What follows belongs to an exercise in optimizing a design on an open flow for small area, a short achievable clock period and few clock cycles; a production flow would make more cautious choices. RTL that was checked went through simulation tests only; none was proved equivalent to the original. Power figures rest on the tool's default switching activity, not on a simulated workload.

Setup of run A:
Design rs_cudu_v2, start of the top module:
module rs_cudu_v2(
	input clock, reset,
	input sqrt_start, input [19:0] data_in,
	output sqrt_done, output [9:0] data_out
);
reg [3:0] js;		 
reg [9:0] q;		 
reg [9:0] r;		 
reg [1:0] pr;		 
reg neg;		 
assign sqrt_done = js[0] & ~js[1];	 
assign data_out = q;
wire [2:0] q0;
wire [9:0] r0;
seed_lut u_seed (.d(data_in[19:14]), .q0(q0), .r0(r0));
wire [9:0] rc [0:1];
wire [9:0] qc [0:1];
assign rc[0] = r;
assign qc[0] = q;
nr_step s0 (.r(rc[0]), .q(qc[0]), .p(pr[1:0]), .neg(neg), .r_n(rc[1]), .q_n(qc[1]));
wire [9:0] r_n = rc[1];
wire [9:0] q_n = qc[1];
always @(posedge clock, posedge reset)
	if (reset) js <= 4'd0;
	else js <= {~js[0] & (sqrt_start | js[3]), js[3:1]};
wire [1:0] pr_n;
pair_mux u_pair (.js(js), .d(data_in), .pr(pr_n));
always @(posedge clock) begin
	if (sqrt_start) begin
		q <= {7'd0, q0};
		r <= r0;
		neg <= ~q0[0];
	end else begin
		if (js[3] | js[0]) q <= q_n;	 
		r <= r_n;
		neg <= ~q_n[0];
	end
	pr <= pr_n;
end
endmodule
==> flow/config.mk <==
export PLATFORM = sky130hd
export DESIGN_NAME = rs_cudu_v2
export DESIGN_NICKNAME = rs_cudu_v2
export VERILOG_FILES = /design/flow/design.v
export SDC_FILE = /design/flow/constraint.sdc
export NUM_CORES = 4
export LEC_CHECK = 0
export CAP_MARGIN = 20
export CORE_MARGIN = 2
export CORE_UTILIZATION = 40
export CTS_BUF_LIST = sky130_fd_sc_hd__clkbuf_8
export CTS_CLUSTER_DIAMETER = 100
export CTS_CLUSTER_SIZE = 30
export SETUP_SLACK_MARGIN = 2.8
export SLEW_MARGIN = 20
==> flow/constraint.sdc <==
create_clock -name core_clock -period 5.0 [get_ports {clock}]
set_input_delay 1.0000 -clock core_clock [delete_from_list [all_inputs] [get_ports {clock}]]
set_output_delay 1.0000 -clock core_clock [all_outputs]
set_load 0.01 [all_outputs]
standard.sh (not shown) runs the stock make flow with config.mk's settings and CLKGATE_MAP_FILE= SYNTH_SCRIPT=/design/flow/synth_recipe.tcl, a recipe that flattens the netlist after the stock synthesis.
==> flow/flow/run.sh <==
#!/bin/bash
# The standard layout, with plain buf_1 cells as the port buffers.
set -euo pipefail
export BUFFER_PORTS_ARGS="-buffer_cell sky130_fd_sc_hd__buf_1"
bash standard.sh > make_finish.log 2>&1
Run A finished all stages; the layout is clean.
Testbench counts of run A, summed over its fixed seeds: cycles 32,008.
Edits applied to the flow inputs when going from run A to run B:
--- a/flow/config.mk
+++ b/flow/config.mk
@@ -10,3 +10,3 @@
 export CORE_UTILIZATION = 40
-export CTS_BUF_LIST = sky130_fd_sc_hd__clkbuf_8
+export CTS_BUF_LIST = sky130_fd_sc_hd__clkbuf_16
 export CTS_CLUSTER_DIAMETER = 100
Results
Looking at the reports, run B completed the entire flow and the layout it produced met the timing, design-rule and antenna checks. Critical path required time | run B below run A. The core of run B is more densely filled than that of run A. Run B vs run A, clock-pin slew of the registers on the worst-case setup and hold paths went down by 30 ps. Compared with run A, run B shows clock share of power higher by 4.2 points. | overall power | higher: run B |.
#### Input delta (run C over run B)
--- a/flow/config.mk
+++ b/flow/config.mk
@@ -10,6 +10,3 @@
 export CORE_UTILIZATION = 40
-export CTS_BUF_LIST = sky130_fd_sc_hd__clkbuf_16
-export CTS_CLUSTER_DIAMETER = 100
-export CTS_CLUSTER_SIZE = 30
-export SETUP_SLACK_MARGIN = 2.8
+export SETUP_SLACK_MARGIN = 3.0
 export SLEW_MARGIN = 20
[summary]
- Between run C and run B, the required time at the worst-slack endpoint does not differ in any meaningful way.
- Worst setup path endpoint = r[8]$_DFF_P_: run B; worst setup path endpoint = r[6]$_DFF_P_: run C
- In summary, run C completed successfully, with a layout that passed the timing, design-rule and antenna checks.
- Between run C and run B, the total design power is higher for run C.
- From run C to run B, number of flops mapped to enable cells by yosys did not move at all.
- Measured against each other, run C and run B differ in leakage power, the higher figure coming from run C.
- From run B to run C the numbers moved as follows: total routed wirelength shows an increase of about 5%; area growth from synthesis to layout up 6.0 points; met2 routed wirelength increased by 160 um relative to the old numbers.
What run D does differently from run C at the input level:
--- a/flow/config.mk
+++ b/flow/config.mk
@@ -10,3 +10,3 @@
 export CORE_UTILIZATION = 40
-export SETUP_SLACK_MARGIN = 3.0
+export SETUP_SLACK_MARGIN = 2.9
 export SLEW_MARGIN = 20
## What came out
- Run D reached the end of the flow, and the finished layout is clean on the timing, design-rule and antenna checks.
- Between run D and run C, the least setup slack across all paths after layout is higher for run C.
- Run C ended up with r[6]$_DFF_P_ as its capturing instance or port of the critical path; run D ended up with q[0]$_DFFE_PP_.
- In run D relative to run C, via count of the first global-routing pass had gone down by a few percent.
- Sum of met2 wire segment lengths after detailed routing went down by a few percent going from run C to run D.
- Going from run C to run D, mean routed wirelength per cell saw an increase; core utilization saw a decrease; number of gates resized after CTS saw a decrease; worst-case register-to-register setup slack saw little to no change; buffer share of cell area saw a decrease.
- The first-pass GRT wire length reported for run D is smaller than that of run C by 210 um.


Another version of the RTL of rs_cudu_v2 (not shown whole).
Size: about 34 I/O pins, roughly 0.0018 mm2 of cells after synthesis.
clock: 5.0 ns
lec_check: 0
cap_margin: 20
core_margin: 2
core_utilization: 40
setup_slack_margin: 2.8
slew_margin: 20
run.sh (not shown) runs the stock make flow with config.mk's settings and CLKGATE_MAP_FILE= SYNTH_SCRIPT=/design/flow/synth_recipe.tcl, a recipe that flattens the netlist after the stock synthesis.
Stock flow here: none of the scripts above is used.
Next try:
==> flow/flow/run.sh (new file) <==
#!/bin/bash
# The standard layout, with plain buf_1 cells as the port buffers.
set -euo pipefail
export BUFFER_PORTS_ARGS="-buffer_cell sky130_fd_sc_hd__buf_1"
bash standard.sh > make_finish.log 2>&1
==> flow/standard.sh (new file) <==
#!/bin/bash
# synth_recipe.tcl (not shown) runs the flow's synth.tcl, then flattens the netlist and writes it again
# the make line also repeats each setting of config.mk as NAME=value (left out here)
make -C /OpenROAD-flow-scripts/flow DESIGN_CONFIG=/design/flow/config.mk WORK_HOME=/design/flow/orfs CLKGATE_MAP_FILE= SYNTH_SCRIPT=/design/flow/synth_recipe.tcl "${@:-finish}"
removed: flow/run.sh
What happened:
- setup slack gets better by 72 ps
- via count shrinks by 3.5%
- synthesized cell count stays the same
- clock-buffer cell count increases by 1
- flip-flop and latch count does not change
- first-iteration DRC count is higher by 12%
- core utilization came out lower by 6.9 points
- total power went down by 4.0%
- wire length is lower by 7.3%
No functional check of the RTL was part of any run of this note.


Another version of the RTL of rs_cudu_v2 (not shown whole).
Size: roughly 34 I/O pins.
Settings: LEC_CHECK=0, CAP_MARGIN=20, CORE_MARGIN=2, CORE_UTILIZATION=40, SETUP_SLACK_MARGIN=2.7, SLEW_MARGIN=20; clock period 5.0 ns.
standard.sh (not shown) runs the stock make flow with config.mk's settings and CLKGATE_MAP_FILE= SYNTH_SCRIPT=/design/flow/synth_recipe.tcl, a recipe that flattens the netlist after the stock synthesis.
==> flow/flow/run.sh <==
#!/bin/bash
# The standard layout, with plain buf_1 cells as the port buffers.
set -euo pipefail
export BUFFER_PORTS_ARGS="-buffer_cell sky130_fd_sc_hd__buf_1"
bash standard.sh > make_finish.log 2>&1
The baseline finished clean.
Testbench counts at the start, summed over its fixed seeds: cycles 32,008.
Edit:
Settings changed: CORE_UTILIZATION 40 to 48, CTS_BUF_LIST set to sky130_fd_sc_hd__clkbuf_8, SETUP_SLACK_MARGIN 2.7 to 2.8.
=>
- area after synthesis stays the same
- routed wire length goes up by a few percent
- critical path depth is unchanged
- cell count goes down slightly
- via count goes up by a few percent
- clock-buffer cell count stays the same
- power goes up by a few percent
- die area goes down by about a fifth
- global-route usage goes up by 1.7 points
- utilization goes up by 9.9 points
- fmax goes down slightly
Edit:
Settings changed: CORE_UTILIZATION 48 to 40, CTS_BUF_LIST sky130_fd_sc_hd__clkbuf_8 to not set, SETUP_SLACK_MARGIN 2.8 to 2.9.
Cell area decreases by 0.33%.
Power went down by 3.0%.
Clock skew barely changes.


Setup of run 1:
Another version of the RTL of rs_cudu_v2 (not shown whole).
Size: about 220 cells after synthesis, ~27 flip-flops, about 1800 um^2 of cells after synthesis.
clock: 5.0 ns
lec_check: 0
cap_margin: 20
core_margin: 2
core_utilization: 40
setup_slack_margin: 2.5
slew_margin: 20
run.sh (not shown) runs the stock make flow with config.mk's settings and CLKGATE_MAP_FILE= SYNTH_SCRIPT=/design/flow/synth_recipe.tcl, a recipe that flattens the netlist after the stock synthesis.
Stock flow here: none of the scripts above is used.
Testbench counts of run 1, summed over its fixed seeds: cycles 32,008.
#### Input delta (run 2 over run 1)
==> flow/flow/run.sh (new file) <==
#!/bin/bash
# The standard layout, with plain buf_1 cells as the port buffers.
set -euo pipefail
export BUFFER_PORTS_ARGS="-buffer_cell sky130_fd_sc_hd__buf_1"
bash standard.sh > make_finish.log 2>&1
==> flow/standard.sh (new file) <==
#!/bin/bash
# synth_recipe.tcl (not shown) runs the flow's synth.tcl, then flattens the netlist and writes it again
# the make line also repeats each setting of config.mk as NAME=value (left out here)
make -C /OpenROAD-flow-scripts/flow DESIGN_CONFIG=/design/flow/config.mk WORK_HOME=/design/flow/orfs CLKGATE_MAP_FILE= SYNTH_SCRIPT=/design/flow/synth_recipe.tcl "${@:-finish}"
removed: flow/run.sh
Findings:
Sequential cell area in the final layout on run 2 is down relative to run 1.
Changes observed in run 2 relative to run 1: final critical-path share of the clock period shows a reduction of 3.1 points, global placer's final weighted congestion decreased by about 6% relative to the old numbers, required arrival time at the worst endpoint climbed 0.07 ns, final HPWL from detailed placement went down by 2.5%.
Comparing run 2 and run 1, worst hold slack is lower on run 1.
In run 2, the total power came out about 1.6% below the value in run 1.
Largest fanout on the critical path: run 1 vs run 2 identical
Core occupancy in the finished layout: run 2 and run 1 compared, higher one is run 1
Total of clock buffers placed in the layout (higher): run 1
Status: clock latency reported for the late side of the worst-skew pair parity (run 1, run 2)
### run 2 -> run 3
# run 2
export LEC_CHECK = 0
export CAP_MARGIN = 20
export CORE_MARGIN = 2
export CORE_UTILIZATION = 40
export SETUP_SLACK_MARGIN = 2.5
export SLEW_MARGIN = 20
create_clock -name core_clock -period 5.0 [get_ports {clock}]
# run 3
export LEC_CHECK = 0
export CAP_MARGIN = 20
export CORE_MARGIN = 2
export CORE_UTILIZATION = 40
export SETUP_SLACK_MARGIN = 3.1
export SLEW_MARGIN = 20
create_clock -name core_clock -period 5.0 [get_ports {clock}]
### Flow results
Run 2 tops out at a lower clock frequency than run 3.
For overall global routing resource usage, run 3 and run 2 come out practically identical.
Run 3 gives less post-detailed-route via-to-cell ratio than run 2 did.
NOTE sequential logic power run 2->run 3 increased slightly
The via count reported for run 3 is higher than the one for run 2.
Compared with run 2, run 3 shows a higher relative slew slack.
Run 2 ended up with r[10] as its timing startpoint of the critical path; run 3 ended up with q[0].

==> separate check: timing with driven ports <==
How much do the figures lean on ideal ports? The routed layouts below were timed once more, with nothing changed but the port constraints.
Step 1 sets driving cells, clkbuf_16 on the clock port and buf_2 on the other inputs (assumed; they add their load-dependent delay and slew).
Step 2, shift: input delay + t, output delay - t, t = (earliest + latest rising clock arrival at the registers) / 2. This alone moves slack from input paths to output paths.
a / b / c = ideal / step 1 / step 2; a / b = the first two.
run	shift t [ns]	setup WS [ns]	pins driven straight from the clock port
run A	0.302	2.837 / 2.837 / 2.610	1
run B	0.291	2.810 / 2.810 / 2.612	1
run C	0.290	2.940 / 2.940 / 2.754	1
run D	0.302	2.926 / 2.932 / 2.630	1
the first run of note 2	0.300	2.801 / 2.809 / 2.508	1
the second run of note 2	0.295	2.874 / 2.877 / 2.582	1
the first run of note 3	0.302	2.913 / 2.913 / 2.687	1
the second run of note 3	0.292	2.889 / 2.889 / 2.662	1
the third run of note 3	0.303	2.902 / 2.906 / 2.603	1
run 1	0.297	2.623 / 2.628 / 2.331	1
run 2	0.303	2.779 / 2.779 / 2.564	1
run 3	0.300	2.834 / 2.834 / 2.828	1
After both steps setup and hold are still met in every run listed. The setup slack of the third run of note 3, which loses most, moves by +0.004 ns with the drivers and by -0.299 ns with both steps.
